This design comes from an exercise in tuning for small area on the open sky130 flow, not from production work.
Only simulation tests tie the RTL to the original design; equivalence was not proved.
No activity file was given, so power comes from the tool's default toggle rates.

==> flow/design.v (excerpt) <==
module alu(input read,write,dig1,dig2,dig3,dig4,rst,clk,rev,exec,sign, output o1,o2,o3,o4, output [0:6] bcd);
localparam RESET=3'd0;
localparam IDLE=3'd1;
localparam ADDRESS=3'd2;
localparam DISPLAY=3'd3;
localparam WRITE=3'd4;
localparam EXECUTE=3'd5;
localparam [4:0] SY_BL=5'd16;  
localparam [4:0] SY_MI=5'd17;  
localparam [4:0] SY_L =5'd18;  
localparam [4:0] SY_O =5'd19;  
localparam [4:0] SY_U =5'd20;  
localparam [4:0] SY_EQ=5'd21;  
localparam [4:0] SY_P =5'd22;  
localparam [4:0] SY_N =5'd23;  
function [6:0] seg;  
	input [4:0] c;
	case (c)
		5'd0:seg=7'b0000001;
		5'd1:seg=7'b1001111;
		5'd2:seg=7'b0010010;
		5'd3:seg=7'b0000110;
		5'd4:seg=7'b1001100;
		5'd5:seg=7'b0100100;
		5'd6:seg=7'b0100000;
		5'd7:seg=7'b0001111;
		5'd8:seg=7'b0000000;
		5'd9:seg=7'b0001100;
		5'd10:seg=7'b0001000;
		5'd11:seg=7'b1100000;
		5'd12:seg=7'b0110001;
		5'd13:seg=7'b1000010;
		5'd14:seg=7'b0110000;
		5'd15:seg=7'b0111000;
		5'd16:seg=7'b1111111;
		5'd17:seg=7'b1111110;
		5'd18:seg=7'b1110001;
		5'd19:seg=7'b1100010;
		5'd20:seg=7'b1100011;
		5'd21:seg=7'b1110110;
		5'd22:seg=7'b0011000;
		5'd23:seg=7'b1101010;
  ...
Size: roughly 2100 cells after synthesis, roughly 750 flip-flops, about 22 I/O pins, ~23000 um2 of cells after synthesis.
==> flow/config.mk <==
export PLATFORM = sky130hd
export DESIGN_NAME = alu
export DESIGN_NICKNAME = alu
export VERILOG_FILES = /design/flow/design.v
export SDC_FILE = /design/flow/constraint.sdc
export NUM_CORES = 4
export LEC_CHECK = 0
export ABC_AREA = 1
export CAP_MARGIN = 20
export CORE_MARGIN = 2
export CORE_UTILIZATION = 45
export SLEW_MARGIN = 20
==> flow/constraint.sdc <==
create_clock -name core_clock -period 10.0 [get_ports {clk}]
set_input_delay 2.0000 -clock core_clock [delete_from_list [all_inputs] [get_ports {clk}]]
set_output_delay 2.0000 -clock core_clock [all_outputs]
set_load 0.01 [all_outputs]
run.sh (not shown) runs the stock make flow with config.mk's settings and CLKGATE_MAP_FILE= SYNTH_SCRIPT=/design/flow/synth_recipe.tcl, a recipe that flattens the netlist after the stock synthesis.
Rerun with:
==> flow/flow/run.sh (new file) <==
#!/bin/bash
set -euo pipefail
export CTS_ARGS="-sink_clustering_enable -repair_clock_nets -dont_use_dummy_load -buf_list {sky130_fd_sc_hd__clkbuf_4 sky130_fd_sc_hd__clkbuf_8} -sink_clustering_size 15 -sink_clustering_max_diameter 50"
bash standard.sh > standard.log 2>&1
==> flow/standard.sh (new file) <==
#!/bin/bash
# synth_recipe.tcl (not shown) runs the flow's synth.tcl, then flattens the netlist and writes it again
# the make line also repeats each setting of config.mk as NAME=value (left out here)
make -C /OpenROAD-flow-scripts/flow DESIGN_CONFIG=/design/flow/config.mk WORK_HOME=/design/flow/orfs CLKGATE_MAP_FILE= SYNTH_SCRIPT=/design/flow/synth_recipe.tcl "${@:-finish}"
removed: flow/run.sh
=>
- wire length came out lower by 1.8%
- cell area came out lower by 5.7%
- via count came out lower by 1.7%
- sequential share of layout area came out higher by 3.7 points
- worst setup slack got worse by 0.47 ns
- clock-buffer cell count came out lower by 33
- die area is unchanged


alu, a different RTL version from the one above (not shown whole).
For scale: ~1600 cells after synthesis, ~22 I/O pins.
==> flow/config.mk <==
export PLATFORM = sky130hd
export DESIGN_NAME = alu
export DESIGN_NICKNAME = alu
export VERILOG_FILES = /design/flow/design.v
export SDC_FILE = /design/flow/constraint.sdc
export NUM_CORES = 4
export LEC_CHECK = 0
export ABC_AREA = 1
export CAP_MARGIN = 20
export CORE_MARGIN = 2
export CORE_UTILIZATION = 70
export SLEW_MARGIN = 20
==> flow/constraint.sdc <==
create_clock -name core_clock -period 10.0 [get_ports {clk}]
set_input_delay 2.0000 -clock core_clock [delete_from_list [all_inputs] [get_ports {clk}]]
set_output_delay 2.0000 -clock core_clock [all_outputs]
set_load 0.01 [all_outputs]
standard.sh (not shown) runs the stock make flow with config.mk's settings and CLKGATE_MAP_FILE= SYNTH_SCRIPT=/design/flow/synth_recipe.tcl, a recipe that flattens the netlist after the stock synthesis.
==> flow/flow/run.sh <==
#!/bin/bash
# The standard layout (standard.sh) with two changes:
# - synthesis maps logic with an area-only ABC script (flow/abc_area.script, no buffering
#   or upsizing), through a copy of the ORFS scripts folder that differs only in that file;
# - ports are buffered with buf_1;
# - the clock tree is built from clkbuf_4/clkbuf_8 in sink clusters of 18, without dummy loads.
# Each tool's output goes to the ORFS logs under orfs/logs; make's output to standard.log.
set -euo pipefail
here=$(pwd)
rm -rf "$here/scripts_local"
cp -r "$FLOW_HOME/scripts" "$here/scripts_local"
cp "$here/flow/abc_area.script" "$here/scripts_local/abc_area.script"
export SCRIPTS_DIR="$here/scripts_local"
export BUFFER_PORTS_ARGS="-buffer_cell sky130_fd_sc_hd__buf_1"
export CTS_ARGS="-sink_clustering_enable -repair_clock_nets -dont_use_dummy_load -buf_list {sky130_fd_sc_hd__clkbuf_4 sky130_fd_sc_hd__clkbuf_8} -sink_clustering_size 18 -sink_clustering_max_diameter 50"
bash standard.sh > standard.log 2>&1
==> flow/flow/abc_area.script <==
strash
&get -n
&st
&dch
&nf -R 1000
&put
topo
stime -c
The baseline passed the timing, design-rule and antenna checks.
Change:
--- a/flow/flow/run.sh
+++ b/flow/flow/run.sh
@@ -6 +6 @@
-# - the clock tree is built from clkbuf_4/clkbuf_8 in sink clusters of 18, without dummy loads.
+# - the clock tree is built from clkbuf_4/clkbuf_8 in sink clusters of 15, without dummy loads.
@@ -15 +15 @@
-export CTS_ARGS="-sink_clustering_enable -repair_clock_nets -dont_use_dummy_load -buf_list {sky130_fd_sc_hd__clkbuf_4 sky130_fd_sc_hd__clkbuf_8} -sink_clustering_size 18 -sink_clustering_max_diameter 50"
+export CTS_ARGS="-sink_clustering_enable -repair_clock_nets -dont_use_dummy_load -buf_list {sky130_fd_sc_hd__clkbuf_4 sky130_fd_sc_hd__clkbuf_8} -sink_clustering_size 15 -sink_clustering_max_diameter 50"
--- a/flow/config.mk
+++ b/flow/config.mk
@@ -11 +11 @@
-export CORE_UTILIZATION = 70
+export CORE_UTILIZATION = 45
Result: Power went up by 1.8%; clock power rises by about 7%; non-clock buffer count does not change; cell area climbs by about 1.7%; wire length fell by 6.0%.
Change:
--- a/flow/config.mk
+++ b/flow/config.mk
@@ -11 +11 @@
-export CORE_UTILIZATION = 45
+export CORE_UTILIZATION = 70
Design area goes down by 1.2%.
Cell count goes down by 9.5%.
Maximum frequency came out lower by 0.87%.
First-iteration DRC count goes up by 1.9%.
Critical path depth came out lower by 1.

==> separate check: timing with driven ports <==
The flow's constraints put no driver on any port. The routed layouts listed below were extracted and timed again, unchanged, in two steps. Step 1 sets driving cells, clkbuf_16 on the clock port and buf_2 on the other inputs (assumed; they add their load-dependent delay and slew). Step 2 adds t to the input delays and takes it off the output delays; t is the mean of the earliest and latest rising clock arrival at the registers after step 1. Input paths then give back, and output paths get back, about the clock's delay inside the block. a / b / c = no drivers / after step 1 / after step 2; a / b = the first two.
run	t, ns	setup slack, ns	worst slew at a driven data input, ns
the first run of note 1	0.651	4.697 / 4.729 / 4.079	0.07
the second run of note 1	0.680	4.224 / 4.250 / 3.570	0.06
the first run of note 2	0.619	2.055 / 2.076 / 1.457	0.05
the second run of note 2	0.685	2.225 / 2.241 / 1.556	0.06
the third run of note 2	0.648	2.156 / 2.176 / 1.528	0.05
After both steps every run listed still meets setup and hold. For the second run of note 2, which loses most, drivers alone change the setup slack by +0.016 ns; drivers and shift together by -0.669 ns.
